This design comes from an exercise in tuning for small area and a short achievable clock period on the open sky130 flow, not from production work.
Where RTL was checked, it was by simulation tests only, not by an equivalence proof against the original.
No functional check of the RTL was part of run 4.
Power is estimated from default activity; no workload was simulated.

## flow/config.mk

```make
export PLATFORM = sky130hd
export DESIGN_NAME = CPU
export DESIGN_NICKNAME = CPU
export VERILOG_FILES = /design/flow/design.v
export SDC_FILE = /design/flow/constraint.sdc
export NUM_CORES = 4
export LEC_CHECK = 0
export CAP_MARGIN = 20
export CORE_MARGIN = 2
export CORE_UTILIZATION = 70
export CTS_CLUSTER_DIAMETER = 80
export CTS_CLUSTER_SIZE = 24
export SETUP_SLACK_MARGIN = 3.8
export SLEW_MARGIN = 20
```

## flow/design.v

```verilog
`timescale 1ns / 1ps
module CPU(
    input clock,
    input Load,
    input reset,
    input [7:0] data_in,
    output [7:0] Instruction,
    output [7:0] Acc,
    output [7:0] Mem,
    output [4:0] Program_counter
    );
    reg [7:0] ir;        
    reg [3:0] rda;       
    reg [7:0] rdb;       
    reg [4:0] pc;
    reg [4:0] mar;       
    reg [2:0] xop;       
    reg       run;
    reg [7:0] acc;
    reg [7:0] mdr;       
    reg [31:0] vld;      
    reg [255:0] mem;     
    reg       pv;        
    reg [4:0] pa;        
    reg [7:0] pd;        
    wire [2:0] op = ir[7:5];
    wire [4:0] ad = ir[4:0];
    wire issue = ~Load & (|op);
    wire xalu = xop[2] ^ xop[1];             
    wire xsto = xop == 3'b110;
    wire acc_we = run & ~Load & xalu;
    wire mem_we = run & ~Load & xsto;
    wire [7:0] a = acc;
    wire [7:0] b = mdr;
    wire [7:0] p = a ^ b;
    wire [7:0] g = a & b;
    wire [7:0] o = a | b;
    wire [7:0] g1, p1, g2, p2, g3;
    genvar i;
    generate
        for (i = 0; i < 8; i = i + 1) begin : l1
            if (i % 2 == 1) begin : m
                assign g1[i] = g[i] | (p[i] & g[i-1]);
                assign p1[i] = p[i] & p[i-1];
            end else begin : k
                assign g1[i] = g[i];
                assign p1[i] = p[i];
            end
        end
        for (i = 0; i < 8; i = i + 1) begin : l2
            if (i % 4 >= 2) begin : m
                assign g2[i] = g1[i] | (p1[i] & g1[(i/4)*4+1]);
                assign p2[i] = p1[i] & p1[(i/4)*4+1];
            end else begin : k
                assign g2[i] = g1[i];
                assign p2[i] = p1[i];
            end
        end
        for (i = 0; i < 8; i = i + 1) begin : l3
            if (i >= 4) begin : m
                assign g3[i] = g2[i] | (p2[i] & g2[3]);
            end else begin : k
                assign g3[i] = g2[i];
            end
        end
    endgenerate
    wire [7:0] sum = p ^ {g3[6:0], 1'b0};
    reg [7:0] alu;
    always @(*) begin
        case ({xop[2], xop[0]})
            2'b00: alu = sum;    
            2'b01: alu = g;      
            2'b10: alu = p;      
            default: alu = b;    
        endcase
    end
    wire z_add = ~p[0] & (&(p[7:1] ~^ o[6:0]));
    reg zalu;
    always @(*) begin
        case ({xop[2], xop[0]})
            2'b00: zalu = z_add;
            2'b01: zalu = ~|g;
            2'b10: zalu = ~|p;
            default: zalu = ~|b;
        endcase
    end
    wire zero = xalu ? zalu : ~|a;
    wire [31:0] rsel;
    wire [7:0] rdata;
    generate
        for (i = 0; i < 32; i = i + 1) begin : rs
            assign rsel[i] = rda[i % 4] & rdb[i / 4] & vld[i];
        end
        for (i = 0; i < 8; i = i + 1) begin : rb
            wire [31:0] t;
            genvar j;
            for (j = 0; j < 32; j = j + 1) begin : w
                assign t[j] = rsel[j] & mem[8*j + i];
            end
            wire r1b = rda[3] & rdb[6] & ~vld[27];
            wire r1c = rda[0] & rdb[7] & ~vld[28];
            assign rdata[i] = (|t) | r1b | ((i % 2 == 1) ? r1c : 1'b0);
        end
    endgenerate
    wire fwd = mem_we & (mar == ad);        
    wire pfwd = pv & (pa == ad);            
    always @(posedge clock or posedge reset) begin
        if (reset) begin
            ir  <= 8'd0;
            rda <= 4'b0001;
            rdb <= 8'b00000001;
            pc  <= 5'd0;
            mar <= 5'd0;
            xop <= 3'd0;
            run <= 1'b0;
            acc <= 8'd0;
            mdr <= 8'd0;
            vld <= 32'd0;
        end else begin
            ir  <= data_in;
            rda <= 4'b1 << data_in[1:0];
            rdb <= 8'b1 << data_in[4:2];
            run <= issue;
            if (issue) begin
                mar <= ad;
                xop <= op;
                if (op == 3'b111)
                    pc <= ad;
                else if (op == 3'b001 && zero)
                    pc <= pc + 5'd2;
                else
                    pc <= pc + 5'd1;
                mdr <= fwd ? acc : pfwd ? pd : rdata;
            end else if (mem_we) begin
                mdr <= acc;
            end
            if (acc_we)
                acc <= alu;
            vld <= vld | wsel;
        end
    end
    always @(posedge clock or posedge reset) begin
        if (reset)
            pv <= 1'b0;
        else
            pv <= mem_we;
    end
    always @(posedge clock) begin
        pa <= mar;
        pd <= acc;
    end
    wire [3:0] wra = 4'b1 << pa[1:0];
    wire [7:0] wrb = 8'b1 << pa[4:2];
    wire [31:0] wsel;
    generate
        for (i = 0; i < 32; i = i + 1) begin : ws
            assign wsel[i] = pv & wra[i % 4] & wrb[i / 4];
            always @(posedge clock) begin
                if (wsel[i])
                    mem[8*i +: 8] <= pd;
            end
        end
    endgenerate
    assign Instruction = ir;
    assign Acc = acc;
    assign Mem = mdr;
    assign Program_counter = pc;
endmodule
```

## flow/constraint.sdc

```tcl
create_clock -name core_clock -period 6.2 [get_ports {clock}]
set_input_delay 1.2400 -clock core_clock [delete_from_list [all_inputs] [get_ports {clock}]]
set_output_delay 1.2400 -clock core_clock [all_outputs]
set_load 0.01 [all_outputs]
```

## flow/flow/run.sh

```bash
#!/bin/bash
# Layout: the standard ORFS flow, with the port buffers made plain buffers
# (buf_2) instead of the cell buffer_ports picks by default (a delay cell),
# and clock tree synthesis without dummy balancing loads.
set -euo pipefail
bash standard.sh BUFFER_PORTS_ARGS="-buffer_cell sky130_fd_sc_hd__buf_2" \
  CTS_ARGS="-sink_clustering_enable -repair_clock_nets -sink_clustering_size 27 -sink_clustering_max_diameter 90 -dont_use_dummy_load" \
  finish > flow_standard.log 2>&1
```

## flow/standard.sh

```bash
#!/bin/bash
# synth_recipe.tcl (not shown) runs the flow's synth.tcl, then flattens the netlist and writes it again
# the make line also repeats each setting of config.mk as NAME=value (left out here)
make -C /OpenROAD-flow-scripts/flow DESIGN_CONFIG=/design/flow/config.mk WORK_HOME=/design/flow/orfs CLKGATE_MAP_FILE= SYNTH_SCRIPT=/design/flow/synth_recipe.tcl "${@:-finish}"
```

==> run notes, run 1 <==
* Sequential group share of total power at 61.0%
* Distinct cells, synth at 64
* Most common cell after layout, fill and taps aside: sky130_fd_sc_hd__edfxtp_1
* Post-route minimum period at 2.46 ns
* Die width at 144 um
* Result of the run: finished clean
* Max-Slew Margin vs Limit at 12.8%
* Average cell area after synthesis at 15.3 sq um
* Switching Power at 1.44 mW
* Power Total at 5.22 mW
* Post-synthesis sequential element count at 352
* Core region area at 19300 sq um
* Internal power contribution at 3.78 mW
* Area enclosed by the die boundary at 20700 sq um
* Start of the worst register-to-register path: mdr[3]
* Critical Path Sink Type: output pin
* Growth of design area from synthesis to finish at 11.1%
* Pwr Density at 343 nW/um^2
* Weighted congestion reported at the end of routability-driven placement at 0.944
* Slew at the pin closest to its max-slew limit at 1.30 ns
* Via count at 8885
* TritonCTS clock tree: built
* Initial antenna violation count at 0
* Die Ht at 144 um
* Most frequent cell on the critical path: sky130_fd_sc_hd__buf_6
* Setup repair after global routing missed its margin: true
* Final Cycle Share at 39.7%
* Global-route wire length before repair at 54.5 mm
* Share of async-settable or async-resettable flops after synthesis at 23.6%
* Initial cell density of the core at 70.9%
* Cell count after synthesis at 899
* Total overflow reported by the global router at 0
* Timing-limited maximum frequency at 407 MHz
* Number of nets in the finished design at 988
* Slowest cell on the critical path: sky130_fd_sc_hd__dfrtp_2
* Path class of the lowest-slack min-delay path: reg2reg
* H-tree Lvls at 1
* Number of violations of the max-capacitance limit at 0
* Setup crit start: mdr[0]
* Launch instance of the worst min-delay path: mar[2]
* Part of the power in the clock network at 22.2%
* Share of final-layout standard cells stronger than drive strength 1 at 27.6%
* Required time at the endpoint of the critical path at 4.96 ns
* Post-route non-filler standard cell count at 1221
* Final-report setup violation count at 0
* Fin. Hold Viols at 0
* Combined area of all synthesized cells at 13700 sq um
* Root Buffer: sky130_fd_sc_hd__clkbuf_16
* Net Count, Synth at 930
* Average wire length per cell after detail routing at 31.5 um
* Io pins at 40
* Final hold slack at 0.416 ns
* CTS Sinks at 352
* Global routing usage summed across all routing layers at 37.4%
* Leakage power at 5.54 nW
* Switching share of power at 27.6%
* Post-synth EDFFs at 256
* Setup TNS at 0 ns
* Synth Flop Type: sky130_fd_sc_hd__edfxtp_1
* Sum of routed wire length over all layers at 38.5 mm
* Largest voltage drop on the vdd net at 241 uV
* Classification of the worst setup path: reg2out
* IO buf count at 39
* Number of global-route vias before repair at 8541
* Sequential area share after synthesis at 73.1%
* Commonest non-fill, non-tap cells in the layout: sky130_fd_sc_hd__edfxtp_1, sky130_fd_sc_hd__a22o_1, sky130_fd_sc_hd__a221oi_1, sky130_fd_sc_hd__dfrtp_1, sky130_fd_sc_hd__buf_4
* Max incr delay on CP at 0.45 ns
* Clock insertion delay at the later pin of the skew report at 0.52 ns
* Count of yosys warnings during synthesis at 1
* Number of nets still failing antenna checks after routing at 0
* Router iterations before antenna repair at 5
* Std-Cell Rows at 51
* Pin count of the biggest net entering global routing at 45
* Number of violations reported at the end of detailed-routing iteration 0 at 1316
* Critical Path AT at 1.22 ns
* Vias per cell at 7.28
* Placed Cells at 1165
* Detail Placement HPWL at 24.2 mm
* Critical path, cell by cell: buf_6, buf_6
* Clock transition at path regs at 0.10 ns
* Maximum clock skew at final layout at 0.0441 ns
* Number of inserted filler cells in the final layout at 1104
* Clock buffer count from CTS at 17
* Crit path max fanout at 4
* Part of the power in combinational logic at 16.8%
* Maximum number of buffers from clock root to sink at 3
* Startpoint type of the worst setup path: flop
* Detailed-route DRC error count at 0
* Number of max-slew violations in the final report at 0
## routing by layer
layer | share of wire, % | vias to the layer above | track usage, %
li1 | - | 3614 | -
met1 | 35 | 4385 | 51.2
met2 | 46 | 739 | 57.8
met3 | 13 | 147 | 9.54
met4 | 5.2 | 0 | 17.2
met5 | 0 | - | 0
## worst paths after layout
path | end | slack [ns] | cells after the start
setup / recovery | Mem[0] | 3.74 | 2
hold / removal | pa[2] | 0.42 | 0
setup reg to reg | pc[2] | 3.75 | 10
hold reg to reg | pa[2] | 0.42 | 0
max in group asynchronous | vld[4] | 4.24 | 3
min in group asynchronous | pc[0] | 0.89 | 2
## cells in the mapped netlist (all sizes together), types with 4 or more instances
cell / number / area [sq um]
nor2: 47 / 176
or2: 33 / 206
ha: 17 / 213
mux2i: 4 / 40.0
o21ai: 17 / 85.1
nand3b: 7 / 52.6
o32ai: 7 / 61.3
buf: 8 / 45.0
nand3: 13 / 65.1
xnor2: 7 / 61.3
a22oi: 10 / 75.1
nor3: 6 / 30.0
nor4: 6 / 43.8
inv: 23 / 86.3
xor2: 12 / 124
a21oi: 20 / 108
edfxtp: 256 / 7690
and3: 36 / 225
nand4: 18 / 113
a22o: 58 / 508
a221oi: 59 / 523
o22ai: 12 / 75.1
dfrtp: 81 / 2030
clkbuf: 38 / 143
dfxtp: 13 / 260
nand2: 42 / 158
## cells by family after synthesis
group | synth area share (%)
buffers and inverters | 2.02
flip-flops | 73.1
adder cells (fa/ha/maj) | 1.99
XOR/XNOR | 1.35
AND/OR/NAND/NOR | 8.92
AO/OA/AOI/OAI | 11.9
multiplexers | 0.730
## worst max-delay path: cells and delay by family, from the launching register on
kind / cells / cell delay (ns)
buf+inv: 2 / 0.25
flops: 1 / 0.45
## area by class of cell
| cell class | count | area [sq um] | share of cell area [%] |
|---|---|---|---|
| sequential | 352 | 10100 | 66.0 |
| antenna | 1 | 2.50 | 0.0164 |
| tap | 265 | 332 | 2.18 |
| clock buffer | 17 | 425 | 2.79 |
| inverter | 24 | 97.6 | 0.640 |
| multi-input combinational | 477 | 3740 | 24.5 |
| timing repair buffer | 85 | 583 | 3.82 |
## power by group through the flow
stage | clock network [mW] | registers, mW | logic, mW
floorplan | 0 | 3.15 | 0.383
global placement | 0 | 3.23 | 0.594
detailed placement | 0 | 3.24 | 0.612
CTS | 1.15 | 3.17 | 0.711
global route | 1.23 | 3.21 | 0.947
finish | 1.16 | 3.19 | 0.879
## state kept, by name, indices dropped and copies added (netlist names)
signal and flops:
acc 8, ir 8, mar 5, mdr 8
mem 256, pa 5, pc 5, pd 8
pv 1, rda 4, rdb 8, run 1
vld 32, xop 3
## per-stage QoR
step	setup WS, ns	utilization, %	area [sq um]
floorplan	3.82	-	13700
CTS	3.75	76.7	14800
global route	3.65	78.8	15200
detailed placement	3.32	73.2	14100
global placement	3.32	73.1	14100
finish	3.74	78.8	15200
## what timing repair did
action / 4_1_cts / 5_1_grt
setup buffers: 13 / 24
endpoints found under the setup margin: 25 / 30
hold buffers: 0 / 0
gates resized for setup: 59 / 60
pin swaps: 8 / 16
hold endpoints to repair: 0 / 0
==> inputs of run 2 (changes only) <==
==> flow/flow/run.sh (replaced) <==
#!/bin/bash
set -euo pipefail
bash standard.sh BUFFER_PORTS_ARGS="-buffer_cell sky130_fd_sc_hd__buf_2" \
  CTS_ARGS="-sink_clustering_enable -repair_clock_nets -sink_clustering_size 24 -sink_clustering_max_diameter 80 -sink_clustering_levels 2" \
  finish > flow_standard.log 2>&1
==> run 2 against run 1 <==
Net effect: worst setup slack got worse by 0.0026 ns; non-clock buffer count fell by 5; clock power rose by 14%; critical path depth did not move; critical path type unchanged; combinational power fell by 4.0%; still clean on timing, DRC and antenna.
==> run notes, run 2 <==
* Startpoint type of the worst setup path: flop (unchanged)
* Cell count after synthesis at 899 (unchanged)
* Maximum clock skew at final layout at 0.0257 ns (was 0.0441 ns)
* Post-synthesis xor/xnor area fraction at 1.35% (unchanged)
* Fin. Hold Viols at 0 (unchanged)
* Detailed-route DRC error count at 0 (unchanged)
* Flip-flop count of the largest register, all copies and words added at 256 (unchanged)
* Number of nets in the finished design at 985 (was 988)
* Global routing usage summed across all routing layers at 37.5% (was 37.4%)
* Weighted congestion reported at the end of routability-driven placement at 0.944 (unchanged)
* Average wire length per cell after detail routing at 31.2 um (was 31.5 um)
* Critical Path AT at 1.22 ns (about the same)
* Most flops, register: mem (unchanged)
* Slowest cell on the critical path: sky130_fd_sc_hd__dfrtp_2 (unchanged)
* Post-synth EDFFs at 256 (unchanged)
* Clock buffer count from CTS at 19 (was 17)
* Router iterations before antenna repair at 5 (unchanged)
* Number of violations reported at the end of detailed-routing iteration 0 at 1350 (was 1316)
* Largest voltage drop on the vdd net at 326 uV (was 241 uV)
* Placed Cells at 1165 (unchanged)
* Root Buffer: sky130_fd_sc_hd__clkbuf_16 (unchanged)
* Setup TNS at 0 ns (unchanged)
* Mux cell area share after synthesis at 0.730% (unchanged)
* Crit path max fanout at 4 (unchanged)
* H-tree Lvls at 1 (unchanged)
* Share of the synthesized area in the top cell type at 56.0% (unchanged)
* Final hold slack at 0.417 ns (was 0.416 ns)
* Number of max-slew violations in the final report at 0 (unchanged)
* Area enclosed by the die boundary at 20700 sq um (unchanged)
* Adder-cell area share of the yosys netlist at 1.99% (unchanged)
* Maximum number of buffers from clock root to sink at 3 (unchanged)
* Most frequent cell after synthesis: sky130_fd_sc_hd__edfxtp_1 (unchanged)
* Leakage power at 5.56 nW (was 5.54 nW)
* Number of global-route vias before repair at 8579 (was 8541)
* Count of yosys warnings during synthesis at 1 (unchanged)
* Sum of routed wire length over all layers at 38.4 mm (was 38.5 mm)
* Timing-limited maximum frequency at 406 MHz (was 407 MHz)
* Share of final-layout standard cells stronger than drive strength 1 at 26.9% (was 27.6%)
* Count of hold buffers inserted by post-cts repair at 0 (unchanged)
* Average cell area after synthesis at 15.3 sq um (unchanged)
* Slew at the pin closest to its max-slew limit at 1.30 ns (about the same)
* Final-report setup violation count at 0 (unchanged)
* Diode count at 0 (was 1)
* Max incr delay on CP at 0.45 ns (about the same)
* Die width at 144 um (unchanged)
* Io pins at 40 (unchanged)
* Net Count, Synth at 930 (unchanged)
* Distinct cells, synth at 64 (unchanged)
* Die Ht at 144 um (unchanged)
* Simple-gate share of the synthesized area at 8.92% (unchanged)
* Most common cell after layout, fill and taps aside: sky130_fd_sc_hd__edfxtp_1 (unchanged)
* TritonCTS clock tree: built (unchanged)
* CTS Sinks at 352 (unchanged)
* Clock insertion delay at the later pin of the skew report at 0.52 ns (about the same)
* Number of violations of the max-capacitance limit at 0 (unchanged)
* Vias per cell at 7.29 (was 7.28)
* Top cells by instance count after synthesis: sky130_fd_sc_hd__edfxtp_1, sky130_fd_sc_hd__dfrtp_1, sky130_fd_sc_hd__a221oi_1, sky130_fd_sc_hd__a22o_1, sky130_fd_sc_hd__nor2_1 (unchanged)
* Post-route non-filler standard cell count at 1231 (was 1221)
* Post-synthesis sequential element count at 352 (unchanged)
* Required time at the endpoint of the critical path at 4.96 ns (about the same)
* Combinational family with the most area after synthesis: compound AO/OA/AOI/OAI gates (unchanged)
* Initial antenna violation count at 0 (unchanged)
* Setup repair after global routing missed its margin: true (unchanged)
* Number of nets still failing antenna checks after routing at 0 (unchanged)
* Footprint of the multi-input gates at 3750 sq um (was 3740 sq um)
* Dominant cell type by area after synthesis: sky130_fd_sc_hd__edfxtp_1 (unchanged)
* Std-Cell Rows at 51 (unchanged)
* Detail Placement HPWL at 24.2 mm (unchanged)
* Growth of design area from synthesis to finish at 11.8% (was 11.1%)
* IO buf count at 39 (unchanged)
* Critical Path Sink Type: output pin (unchanged)
* Combined area of all synthesized cells at 13700 sq um (unchanged)
* Clock transition at path regs at 0.10 ns (about the same)
* Flip-flop and latch area at 10100 sq um (about the same)
* Most frequent cell on the critical path: sky130_fd_sc_hd__buf_6 (unchanged)
* Path class of the lowest-slack min-delay path: reg2reg (unchanged)
* Synth Flop Type: sky130_fd_sc_hd__edfxtp_1 (unchanged)
* Final Cycle Share at 39.7% (about the same)
* Classification of the worst setup path: reg2out (unchanged)
* Global-route wire length before repair at 54.6 mm (was 54.5 mm)
* Core region area at 19300 sq um (unchanged)
* Share of async-settable or async-resettable flops after synthesis at 23.6% (unchanged)
* Biggest area contributors in the synthesized netlist: sky130_fd_sc_hd__edfxtp_1, sky130_fd_sc_hd__dfrtp_1, sky130_fd_sc_hd__a221oi_1 (unchanged)
* Total overflow reported by the global router at 0 (unchanged)
* Post-route minimum period at 2.46 ns (about the same)
* Sequential area share after synthesis at 73.1% (unchanged)
* Number of inserted filler cells in the final layout at 1097 (was 1104)
* Via count at 8978 (was 8885)
* Pin count of the biggest net entering global routing at 45 (unchanged)
* Commonest non-fill, non-tap cells in the layout: sky130_fd_sc_hd__edfxtp_1, sky130_fd_sc_hd__a22o_1, sky130_fd_sc_hd__a221oi_1, sky130_fd_sc_hd__dfrtp_1, sky130_fd_sc_hd__nand2_1 (was sky130_fd_sc_hd__edfxtp_1, sky130_fd_sc_hd__a22o_1, sky130_fd_sc_hd__a221oi_1, sky130_fd_sc_hd__dfrtp_1, sky130_fd_sc_hd__buf_4)
* Pwr Density at 349 nW/um^2 (was 343 nW/um^2)
* Compound-gate portion of the synthesized area at 11.9% (unchanged)
* Critical path, cell by cell: buf_6, buf_6 (unchanged)
* Initial cell density of the core at 70.9% (unchanged)
* Result of the run: finished clean (unchanged)
* Registers with the highest flip-flop counts: mem (256), vld (32) (unchanged)
* Max-Slew Margin vs Limit at 13.2% (was 12.8%)
==> run 2: where the power goes <==
part           switching (mW)  internal, mW  leakage, nW
clock                   0.723         0.594        0.265
combinational           0.469         0.374         1.85
sequential              0.303          2.89         3.45
==> run 2: logic make-up (layout without fill, tap and decap cells) <==
logic type,count (synthesis),after routing
AOI/OAI and AO/OA,204,204
xor gates and xnor gates,19,19
adders and majority gates,20,20
buffers and inverters,70,137
DFF,352,352
muxes,8,8
and+or+nand+nor,226,226
==> run 2: layout make-up <==
type | instances | area share (%)
multi-input cells | 477 | 24.4
repair buffers | 80 | 3.49
clock buffers | 31 | 3.39
flip-flops and latches | 352 | 65.7
clock inverters | 2 | 0.237
inverters | 24 | 0.620
well taps | 265 | 2.16
==> run 2: final timing paths <==
kind,from,to,slack (ns),depth (start not counted)
max,mdr[0],Mem[0],3.74,2
min,mar[3],pa[3],0.42,0
max reg2reg,rda[3],mdr[0],3.80,6
min reg2reg,mar[3],pa[3],0.42,0
max in group asynchronous,reset,rda[3],4.25,3
min in group asynchronous,reset,ir[0],0.88,2
==> run 2: timing repair <==
action,CTS,global route
setup buffers,15,18
cloned,0,0
resized for setup,67,50
endpoints found under the setup margin,27,34
pin swaps,7,11
==> run 2: per-layer routing <==
layer / vias to the layer above / wire [um] / GRT usage [%] / part of all wire (%)
met5: - / 53 / 2.01 / 0.14
met4: 2 / 2240 / 16.5 / 5.8
met3: 170 / 5210 / 8.97 / 14
met2: 760 / 17600 / 58.0 / 46
met1: 4423 / 13300 / 51.6 / 35
li1: 3623 / - / - / -
==> run 2: critical path, delay by kind of cell (launching register included) <==
family,cells,cell delay [ns]
DFF,1,0.45
buffers and inverters,2,0.25
==> run 2: stage by stage <==
step / setup slack [ns] / power (mW) / util, % / area [sq um]
after detailed placement: 3.32 / 3.86 / 73.2 / 14100
after CTS: 3.74 / 5.21 / 77.6 / 15000
final: 3.74 / 5.35 / 79.3 / 15300
after global placement: 3.32 / 3.82 / 73.1 / 14100
after global routing: 3.72 / 5.52 / 79.3 / 15300
after floorplan: 3.82 / 3.53 / - / 13700
==> inputs of run 3 (changes only) <==
==> flow/flow/run.sh (replaced) <==
#!/bin/bash
set -euo pipefail
bash standard.sh BUFFER_PORTS_ARGS="-buffer_cell sky130_fd_sc_hd__buf_2" \
  CTS_ARGS="-sink_clustering_enable -repair_clock_nets -sink_clustering_size 24 -sink_clustering_max_diameter 80 -num_static_layers 1" \
  finish > flow_standard.log 2>&1
==> run 3 against run 2 <==
Net effect: first-iteration DRC count down 3.4%; register-to-register slack lost 0.08 ns; area after synthesis is the same; largest power group unchanged.
==> run notes, run 3 <==
* Logic depth of the worst path, buffers included at 6 (was 2)
* Result of the run: finished clean (unchanged)
* Slew at the pin closest to its max-slew limit at 1.27 ns (was 1.30 ns)
* Combined area of all synthesized cells at 13700 sq um (unchanged)
* Weighted congestion reported at the end of routability-driven placement at 0.944 (unchanged)
* WHS Path Cells at 0 (unchanged)
* Reg2Reg Setup Slack at 3.72 ns (was 3.80 ns)
* Critical Path AT at 2.86 ns (was 1.22 ns)
* Post-synth EDFFs at 256 (unchanged)
* Sequential area share after synthesis at 73.1% (unchanged)
* Setup TNS at 0 ns (unchanged)
* Footprint of the multi-input gates at 3710 sq um (was 3750 sq um)
* Total overflow reported by the global router at 0 (unchanged)
* Dominant cell type by area after synthesis: sky130_fd_sc_hd__edfxtp_1 (unchanged)
* Net Count, Synth at 930 (unchanged)
* Global-route wire length before repair at 54.6 mm (about the same)
* Final Instance Area at 15300 sq um (about the same)
* Classification of the worst setup path: reg2reg (was reg2out)
* Die width at 144 um (unchanged)
* Sequential group share of total power at 59.3% (was 59.6%)
* Average wire length per cell after detail routing at 31.2 um (about the same)
* Sum of routed wire length over all layers at 38.5 mm (was 38.4 mm)
* Global routing usage summed across all routing layers at 37.4% (was 37.5%)
* Pwr Density at 349 nW/um^2 (about the same)
* Required time at the endpoint of the critical path at 6.57 ns (was 4.96 ns)
* Biggest area contributors in the synthesized netlist: sky130_fd_sc_hd__edfxtp_1, sky130_fd_sc_hd__dfrtp_1, sky130_fd_sc_hd__a221oi_1 (unchanged)
* Flip-flop and latch area at 10100 sq um (about the same)
* Synth Flop Type: sky130_fd_sc_hd__edfxtp_1 (unchanged)
* Leakage power at 5.56 nW (about the same)
* Crit path max fanout at 8 (was 4)
* Start of the worst register-to-register path: rdb[3] (was rda[3])
* TritonCTS clock tree: built (unchanged)
* Router iterations before antenna repair at 6 (was 5)
* Initial antenna violation count at 1 (was 0)
* Maximum clock skew at final layout at 0.0266 ns (was 0.0257 ns)
* Critical path, cell by cell: and3_1, a22o_1, a221oi_1, nand4_1, o32ai_2, a21oi_1 (was buf_6, buf_6)
* Worst Hold Endpoint: pa[3] (unchanged)
* Number of violations reported at the end of detailed-routing iteration 0 at 1304 (was 1350)
* Die Ht at 144 um (unchanged)
* Clock transition at path regs at 0.10 ns (about the same)
* Number of nets in the finished design at 987 (was 985)
* Registers with the highest flip-flop counts: mem (256), vld (32) (unchanged)
* Growth of design area from synthesis to finish at 11.7% (was 11.8%)
* Clock buffer count from CTS at 19 (unchanged)
* H-tree Lvls at 1 (unchanged)
* Final-report setup violation count at 0 (unchanged)
* Fin. Hold Viols at 0 (unchanged)
* Pin count of the biggest net entering global routing at 45 (unchanged)
* CP bufs+invs at 0 (was 2)
* Placed Cells at 1165 (unchanged)
* Flip-flop count of the largest register, all copies and words added at 256 (unchanged)
* Internal power contribution at 3.85 mW (about the same)
* Maximum number of buffers from clock root to sink at 3 (unchanged)
* R2R cell count at 6 (unchanged)
* Critical R2R Capture: mdr[0] (unchanged)
* Core region area at 19300 sq um (unchanged)
* Distinct cells, synth at 64 (unchanged)
* Number of inserted filler cells in the final layout at 1115 (was 1097)
* Critical Path Sink Type: flop (was output pin)
* Number of nets still failing antenna checks after routing at 0 (unchanged)
* Most frequent cell after synthesis: sky130_fd_sc_hd__edfxtp_1 (unchanged)
* Diode count at 0 (unchanged)
* Post-route non-filler standard cell count at 1233 (was 1231)
* Share of async-settable or async-resettable flops after synthesis at 23.6% (unchanged)
* Post-detailed-placement cell area at 14100 sq um (unchanged)
* Max incr delay on CP at 0.45 ns (about the same)
* Part of the power in combinational logic at 16.1% (was 15.8%)
* Power Total at 5.34 mW (was 5.35 mW)
* Slowest cell on the critical path: sky130_fd_sc_hd__a221oi_1 (was sky130_fd_sc_hd__dfrtp_2)
* Timing-limited maximum frequency at 403 MHz (was 406 MHz)
* Largest voltage drop on the vdd net at 342 uV (was 326 uV)
* Share of final-layout standard cells stronger than drive strength 1 at 26.8% (was 26.9%)
* Initial cell density of the core at 70.9% (unchanged)
* Switching share of power at 27.9% (was 28.0%)
* Number of max-slew violations in the final report at 0 (unchanged)
* CTS Sinks at 352 (unchanged)
* Area enclosed by the die boundary at 20700 sq um (unchanged)
* Detailed-route DRC error count at 0 (unchanged)
* Count of yosys warnings during synthesis at 1 (unchanged)
* Part of the power in the clock network at 24.6% (about the same)
* Most flops, register: mem (unchanged)
* Clock insertion delay at the later pin of the skew report at 0.52 ns (about the same)
* Delay-heaviest family, CP: compound AO/OA/AOI/OAI gates (was flip-flops)
* Most common cell after layout, fill and taps aside: sky130_fd_sc_hd__edfxtp_1 (unchanged)
* Startpoint type of the worst setup path: flop (unchanged)
* Top cells by instance count after synthesis: sky130_fd_sc_hd__edfxtp_1, sky130_fd_sc_hd__dfrtp_1, sky130_fd_sc_hd__a221oi_1, sky130_fd_sc_hd__a22o_1, sky130_fd_sc_hd__nor2_1 (unchanged)
* Final Cycle Share at 40.1% (was 39.7%)
* Commonest non-fill, non-tap cells in the layout: sky130_fd_sc_hd__edfxtp_1, sky130_fd_sc_hd__a22o_1, sky130_fd_sc_hd__a221oi_1, sky130_fd_sc_hd__dfrtp_1, sky130_fd_sc_hd__nand2_1 (unchanged)
* Share of the synthesized area in the top cell type at 56.0% (unchanged)
* Std-Cell Rows at 51 (unchanged)
* Io pins at 40 (unchanged)
* Path class of the lowest-slack min-delay path: reg2reg (unchanged)
* Via count at 8909 (was 8978)
* Max-Slew Margin vs Limit at 15.0% (was 13.2%)
* Cell count after synthesis at 899 (unchanged)
* Switching Power at 1.49 mW (was 1.50 mW)
* Vias per cell at 7.23 (was 7.29)
* Setup repair after global routing missed its margin: true (unchanged)
* Post-route minimum period at 2.48 ns (was 2.46 ns)
* Number of global-route vias before repair at 8590 (was 8579)
* Detail Placement HPWL at 24.2 mm (unchanged)
* Launch instance of the worst min-delay path: mar[3] (unchanged)
* IO buf count at 39 (unchanged)
* Root Buffer: sky130_fd_sc_hd__clkbuf_16 (unchanged)
* Number of violations of the max-capacitance limit at 0 (unchanged)
* Average cell area after synthesis at 15.3 sq um (unchanged)
* Post-synthesis sequential element count at 352 (unchanged)
==> run 3: worst register-to-register path: cells and delay by family (launching register included) <==
family             cells  cell delay, ns
DFF                    1            0.44
and+or+nand+nor        2            0.62
AOI/OAI and AO/OA      4            1.30
==> run 3: logic make-up after synthesis <==
family	share of synthesized area (%)
and+or+nand+nor	8.92
AOI/OAI and AO/OA	11.9
DFF	73.1
adders and majority gates	1.99
muxes	0.730
buffers and inverters	2.02
xor gates and xnor gates	1.35
==> run 3: power by group through the flow <==
stage | Sequential [mW] | Clock [mW] | Combinational [mW]
final | 3.17 | 1.32 | 0.860
after global routing | 3.19 | 1.39 | 0.927
after CTS | 3.17 | 1.31 | 0.721
after detailed placement | 3.24 | 0 | 0.612
after global placement | 3.23 | 0 | 0.594
after floorplan | 3.15 | 0 | 0.383
==> run 3: repair_timing <==
item	in CTS	in global routing
pin swaps	7	14
hold endpoints to repair	0	0
hold buffers	0	0
buffers inserted	15	19
endpoints found under the setup margin	26	31
cloned	0	0
resized for setup	66	46
==> run 3: worst max path at each step <==
stage	start	to	slack [ns]
6_report	rdb[3]	mdr[0]	3.72
5_1_grt	mdr[2]	pc[2]	3.69
4_1_cts	mdr[0]	Mem[0]	3.74
3_5_place_dp	Load	acc[6]	3.32
3_3_place_gp	Load	acc[6]	3.32
2_1_floorplan	mdr[0]	acc[5]	3.82
==> run 3: cell type report <==
type                            instances  share of cell area (%)
Clock buffer                           31                    3.40
Clock inverter                          2                   0.237
Inverter                               24                   0.621
Multi-Input combinational cell        477                    24.2
Sequential cell                       352                    65.7
Tap cell                              265                    2.16
Timing Repair Buffer                   82                    3.63
==> run 3: per-layer routing <==
metal / up-vias / GRT usage, % / wire length, um
met1: 4360 / 51.3 / 13500
li1: 3618 / - / -
met2: 765 / 58.4 / 17700
met4: 2 / 16.6 / 2180
met3: 164 / 8.84 / 5120
met5: - / 0 / 11
==> run 3: per-stage QoR <==
step | hold WS, ns | util (%) | worst slack [ns]
after floorplan | 0.385 | - | 3.82
after global placement | 0.398 | 73.1 | 3.32
after detailed placement | 0.402 | 73.2 | 3.32
after CTS | 0.417 | 77.6 | 3.74
after global routing | 0.423 | 79.2 | 3.69
final | 0.417 | 79.2 | 3.72
==> inputs of run 4 (changes only) <==
--- a/flow/design.v
+++ b/flow/design.v
@@ -65,15 +65,24 @@
         end
     endgenerate
     wire [7:0] sum = p ^ {g3[6:0], 1'b0};
-    reg [7:0] alu;
+    wire [7:0] cin = {g3[6:0], 1'b0};
+    wire xadd = xop[2:0] == 3'b010;
+    reg [7:0] lop;       
     always @(*) begin
         case ({xop[2], xop[0]})
-            2'b00: alu = sum;    
-            2'b01: alu = g;      
-            2'b10: alu = p;      
-            default: alu = b;    
+            2'b01: lop = g;      
+            2'b10: lop = p;      
+            default: lop = b;    
         endcase
     end
+    wire [7:0] acc_c0 = ~acc_we ? acc : xadd ? p : lop;
+    wire [7:0] acc_c1 = ~acc_we ? acc : xadd ? ~p : lop;
+    wire [7:0] acc_d;
+    generate
+        for (i = 0; i < 8; i = i + 1) begin : ad_
+            assign acc_d[i] = cin[i] ? acc_c1[i] : acc_c0[i];
+        end
+    endgenerate
     wire z_add = ~p[0] & (&(p[7:1] ~^ o[6:0]));
     reg zalu;
     always @(*) begin
@@ -104,6 +113,15 @@
     endgenerate
     wire fwd = mem_we & (mar == ad);        
     wire pfwd = pv & (pa == ad);            
+    wire use_rd = issue & ~fwd & ~pfwd;
+    wire [7:0] mdr_o = (issue & fwd) ? acc : (issue & pfwd) ? pd :
+                       (~issue & mem_we) ? acc : mdr;
+    wire [7:0] mdr_d = use_rd ? rdata : mdr_o;
+    wire [4:0] pc1 = pc + 5'd1;
+    wire [4:0] pc2 = pc + 5'd2;
+    wire [4:0] pc_z0 = ~issue ? pc : (op == 3'b111) ? ad : pc1;
+    wire [4:0] pc_z1 = ~issue ? pc : (op == 3'b111) ? ad : (op == 3'b001) ? pc2 : pc1;
+    wire [4:0] pc_d = zero ? pc_z1 : pc_z0;
     always @(posedge clock or posedge reset) begin
         if (reset) begin
             ir  <= 8'd0;
@@ -121,21 +139,13 @@
             rda <= 4'b1 << data_in[1:0];
             rdb <= 8'b1 << data_in[4:2];
             run <= issue;
+            pc  <= pc_d;
+            mdr <= mdr_d;
             if (issue) begin
                 mar <= ad;
                 xop <= op;
-                if (op == 3'b111)
-                    pc <= ad;
-                else if (op == 3'b001 && zero)
-                    pc <= pc + 5'd2;
-                else
-                    pc <= pc + 5'd1;
-                mdr <= fwd ? acc : pfwd ? pd : rdata;
-            end else if (mem_we) begin
-                mdr <= acc;
             end
-            if (acc_we)
-                acc <= alu;
+            acc <= acc_d;
             vld <= vld | wsel;
         end
     end
==> flow/flow/run.sh (replaced) <==
#!/bin/bash
# Layout: the standard ORFS flow, with the port buffers made plain buffers
# (buf_2) instead of the cell buffer_ports picks by default (a delay cell).
set -euo pipefail
bash standard.sh BUFFER_PORTS_ARGS="-buffer_cell sky130_fd_sc_hd__buf_2" finish > flow_standard.log 2>&1
==> run 4 against run 3 <==
Net effect: synthesized cell count grew 4.7%; worst setup slack got worse by 0.010 ns; maximum frequency is 0.42% lower; utilization up 1.3 points.
==> run notes, run 4 <==
* Result of the run: finished clean (unchanged)
* Most frequent cell after synthesis: sky130_fd_sc_hd__edfxtp_1 (unchanged)
* Share of final-layout standard cells stronger than drive strength 1 at 25.6% (was 26.8%)
* Final-report setup violation count at 0 (unchanged)
* Mux cell area share after synthesis at 0.779% (was 0.730%)
* Pin count of the biggest net entering global routing at 84 (was 45)
* Core region area at 19400 sq um (was 19300 sq um)
* Average cell area after synthesis at 14.7 sq um (was 15.3 sq um)
* Number of nets in the finished design at 1028 (was 987)
* DP Worst Slack at 2.76 ns (was 3.32 ns)
* Number of violations reported at the end of detailed-routing iteration 0 at 1498 (was 1304)
* Number of global-route vias before repair at 8530 (was 8590)
* Clock transition at path regs at 0.10 ns (about the same)
* Clock insertion delay at the later pin of the skew report at 0.53 ns (was 0.52 ns)
* Most common cell after layout, fill and taps aside: sky130_fd_sc_hd__edfxtp_1 (unchanged)
* Adder-cell area share of the yosys netlist at 1.90% (was 1.99%)
* Sum of routed wire length over all layers at 38.6 mm (was 38.5 mm)
* Leakage power at 5.77 nW (was 5.56 nW)
* Slew at the pin closest to its max-slew limit at 1.19 ns (was 1.27 ns)
* Count of yosys warnings during synthesis at 1 (unchanged)
* Std-Cell Rows at 51 (unchanged)
* TritonCTS clock tree: built (unchanged)
* Combined area of all synthesized cells at 13800 sq um (was 13700 sq um)
* WHS Path Cells at 0 (unchanged)
* Number of inserted filler cells in the final layout at 1070 (was 1115)
* Share of the synthesized area in the top cell type at 55.7% (was 56.0%)
* Biggest area contributors in the synthesized netlist: sky130_fd_sc_hd__edfxtp_1, sky130_fd_sc_hd__dfrtp_1, sky130_fd_sc_hd__a22oi_1 (was sky130_fd_sc_hd__edfxtp_1, sky130_fd_sc_hd__dfrtp_1, sky130_fd_sc_hd__a221oi_1)
* Footprint of the multi-input gates at 4000 sq um (was 3710 sq um)
* Net Count, Synth at 973 (was 930)
* Count of hold buffers inserted by post-cts repair at 0 (unchanged)
* Sequential area share after synthesis at 72.6% (was 73.1%)
* Number of max-slew violations in the final report at 0 (unchanged)
* Global routing usage summed across all routing layers at 37.5% (was 37.4%)
* Slowest cell on the critical path: sky130_fd_sc_hd__dfrtp_2 (was sky130_fd_sc_hd__a221oi_1)
* Root Buffer: sky130_fd_sc_hd__clkbuf_16 (unchanged)
* Compound-gate portion of the synthesized area at 10.7% (was 11.9%)
* Initial antenna violation count at 0 (was 1)
* Timing-limited maximum frequency at 401 MHz (was 403 MHz)
* Post-route non-filler standard cell count at 1273 (was 1233)
* Classification of the worst setup path: reg2out (was reg2reg)
* Vias per cell at 7.15 (was 7.23)
* Io pins at 40 (unchanged)
* Flip-flop count of the largest register, all copies and words added at 256 (unchanged)
* Top cells by instance count after synthesis: sky130_fd_sc_hd__edfxtp_1, sky130_fd_sc_hd__dfrtp_1, sky130_fd_sc_hd__a22oi_1 (was sky130_fd_sc_hd__edfxtp_1, sky130_fd_sc_hd__dfrtp_1, sky130_fd_sc_hd__a221oi_1, sky130_fd_sc_hd__a22o_1, sky130_fd_sc_hd__nor2_1)
* CP bufs+invs at 2 (was 0)
* Placed Cells at 1204 (was 1165)
* Largest voltage drop on the vdd net at 267 uV (was 342 uV)
* Simple-gate share of the synthesized area at 10.5% (was 8.92%)
* Critical path, cell by cell: buf_4, buf_2 (was and3_1, a22o_1, a221oi_1, nand4_1, o32ai_2, a21oi_1)
* Path class of the lowest-slack min-delay path: reg2reg (unchanged)
* Post-synthesis sequential element count at 352 (unchanged)
* Maximum clock skew at final layout at 0.0290 ns (was 0.0266 ns)
* Critical Path AT at 1.25 ns (was 2.86 ns)
* Post-route minimum period at 2.49 ns (was 2.48 ns)
* Max-Slew Margin vs Limit at 20.6% (was 15.0%)
* Setup repair after global routing missed its margin: true (unchanged)
* Number of violations of the max-capacitance limit at 0 (unchanged)
* Synth Flop Type: sky130_fd_sc_hd__edfxtp_1 (unchanged)
* Detailed-route DRC error count at 0 (unchanged)
* Logic depth of the worst path, buffers included at 2 (was 6)
* Post-synthesis xor/xnor area fraction at 1.52% (was 1.35%)
* Commonest non-fill, non-tap cells in the layout: sky130_fd_sc_hd__edfxtp_1, sky130_fd_sc_hd__a22oi_1, sky130_fd_sc_hd__dfrtp_1, sky130_fd_sc_hd__nand2_1, sky130_fd_sc_hd__nor2_1 (was sky130_fd_sc_hd__edfxtp_1, sky130_fd_sc_hd__a22o_1, sky130_fd_sc_hd__a221oi_1, sky130_fd_sc_hd__dfrtp_1, sky130_fd_sc_hd__nand2_1)
* Global-route wire length before repair at 55.1 mm (was 54.6 mm)
* Clock buffer count from CTS at 18 (was 19)
* Worst Setup Slack, final at 3.71 ns (was 3.72 ns)
* H-tree Lvls at 1 (unchanged)
* Initial cell density of the core at 71.2% (was 70.9%)
* IO buf count at 39 (unchanged)
* Total overflow reported by the global router at 0 (unchanged)
* Via count at 9108 (was 8909)
* Average wire length per cell after detail routing at 30.3 um (was 31.2 um)
* Cell count after synthesis at 941 (was 899)
* Crit path max fanout at 3 (was 8)
* Flip-flop and latch area at 10100 sq um (about the same)
* Registers with the highest flip-flop counts: mem (256), vld (32) (unchanged)
* Max incr delay on CP at 0.45 ns (about the same)
* Combinational family with the most area after synthesis: compound AO/OA/AOI/OAI gates (unchanged)
* Area enclosed by the die boundary at 20900 sq um (was 20700 sq um)
* Final Cycle Share at 40.2% (was 40.1%)
* Delay-heaviest family, CP: flip-flops (was compound AO/OA/AOI/OAI gates)
* Most flops, register: mem (unchanged)
* Distinct cells, synth at 62 (was 64)
* Dominant cell type by area after synthesis: sky130_fd_sc_hd__edfxtp_1 (unchanged)
* Detail Placement HPWL at 24.3 mm (was 24.2 mm)
* Fin. Hold Viols at 0 (unchanged)
* Number of nets still failing antenna checks after routing at 0 (unchanged)
* Router iterations before antenna repair at 5 (was 6)
* CTS Sinks at 352 (unchanged)
* Required time at the endpoint of the critical path at 4.96 ns (was 6.57 ns)
* Post-synth EDFFs at 256 (unchanged)
* Die Ht at 144 um (about the same)
* Diode count at 0 (unchanged)
* R2R cell count at 7 (was 6)
* Pwr Density at 357 nW/um^2 (was 349 nW/um^2)
* Final hold slack at 0.417 ns (about the same)
* Critical Path Sink Type: output pin (was flop)
* Share of async-settable or async-resettable flops after synthesis at 23.6% (unchanged)
* Weighted congestion reported at the end of routability-driven placement at 0.972 (was 0.944)
* Die width at 144 um (about the same)
* Setup TNS at 0 ns (unchanged)
* Growth of design area from synthesis to finish at 13.1% (was 11.7%)
* Maximum number of buffers from clock root to sink at 3 (unchanged)
* Startpoint type of the worst setup path: flop (unchanged)
==> run 4: cells by family (layout without fill, tap and decap cells) <==
family	after synthesis	count (layout)
compound gates	186	186
xor+xnor	24	24
fa+ha+maj	21	21
buf+inv	72	139
flops	352	352
mux	10	10
simple gates	276	276
==> run 4: final timing paths <==
kind / startpoint / to / slack, ns
max: mdr[1] / Mem[1] / 3.71
min: mar[3] / pa[3] / 0.42
max reg2reg: rda[3] / mdr[1] / 3.76
min reg2reg: mar[3] / pa[3] / 0.42
max in group asynchronous: reset / acc[1] / 4.67
min in group asynchronous: reset / pc[0] / 0.95
==> run 4: per-layer routing <==
metal	track usage, %	part of all wire, %	up-vias	routed length, um
met3	9.87	13	119	5190
li1	-	-	3725	-
met5	0	0	-	0
met2	54.7	45	700	17500
met4	13.0	4.0	0	1550
met1	56.0	37	4564	14400
==> run 4: final cells by class <==
class                      instances  area share (%)
tap                              265            2.12
timing repair buffer              86            3.93
sequential                       352            64.4
multi-input combinational        517            25.6
clock inverter                     2           0.160
clock buffer                      30            3.17
inverter                          21           0.561
==> run 4: power breakdown <==
group / total [mW] / internal (mW) / switching [mW]
Combinational: 1.16 / 0.477 / 0.686
Sequential: 3.14 / 2.90 / 0.235
Clock: 1.28 / 0.560 / 0.722
==> run 4: what timing repair did <==
action | CTS | global route
buffers inserted | 18 | 16
endpoints found under the hold margin | 0 | 0
endpoints found under the setup margin | 27 | 33
pin swaps | 8 | 18
resized for setup | 83 | 60
==> run 4: through the flow <==
step / total power, mW / utilization, % / instance area [sq um]
6_report: 5.58 / 80.5 / 15600
3_3_place_gp: 4.01 / 73.5 / 14200
2_1_floorplan: 3.65 / - / 13800
3_5_place_dp: 4.06 / 73.5 / 14300
5_1_grt: 5.75 / 80.5 / 15600
4_1_cts: 5.39 / 78.4 / 15200

static timing again, ports no longer ideal:
How much do the figures lean on ideal ports? The routed layouts below were timed once more, with nothing changed but the port constraints.
Step 1, drivers: a clkbuf_16 drives clock and a buf_2 each remaining input, both assumed.
Step 2 also shifts input and output timing later by t, the mid clock arrival at the registers, as if the neighbouring blocks saw the same clock.
a / b / c = ideal / step 1 / step 2; a / b = the first two.
run	shift t [ns]	setup slack, ns	clock arrival spread, ns	worst slew at a driven data input, ns	cell pins on the clock port's net
run 1	0.542	3.741 / 3.693 / 3.416	0.044 / 0.044	0.04	1
run 2	0.557	3.739 / 3.687 / 3.420	0.027 / 0.027	0.04	1
run 3	0.556	3.716 / 3.701 / 3.410	0.029 / 0.029	0.04	1
run 4	0.568	3.706 / 3.658 / 3.320	0.031 / 0.031	0.04	1
After both steps setup and hold are still met in every run listed. The setup slack of run 4, which loses most, moves by -0.048 ns with the drivers and by -0.386 ns with both steps.
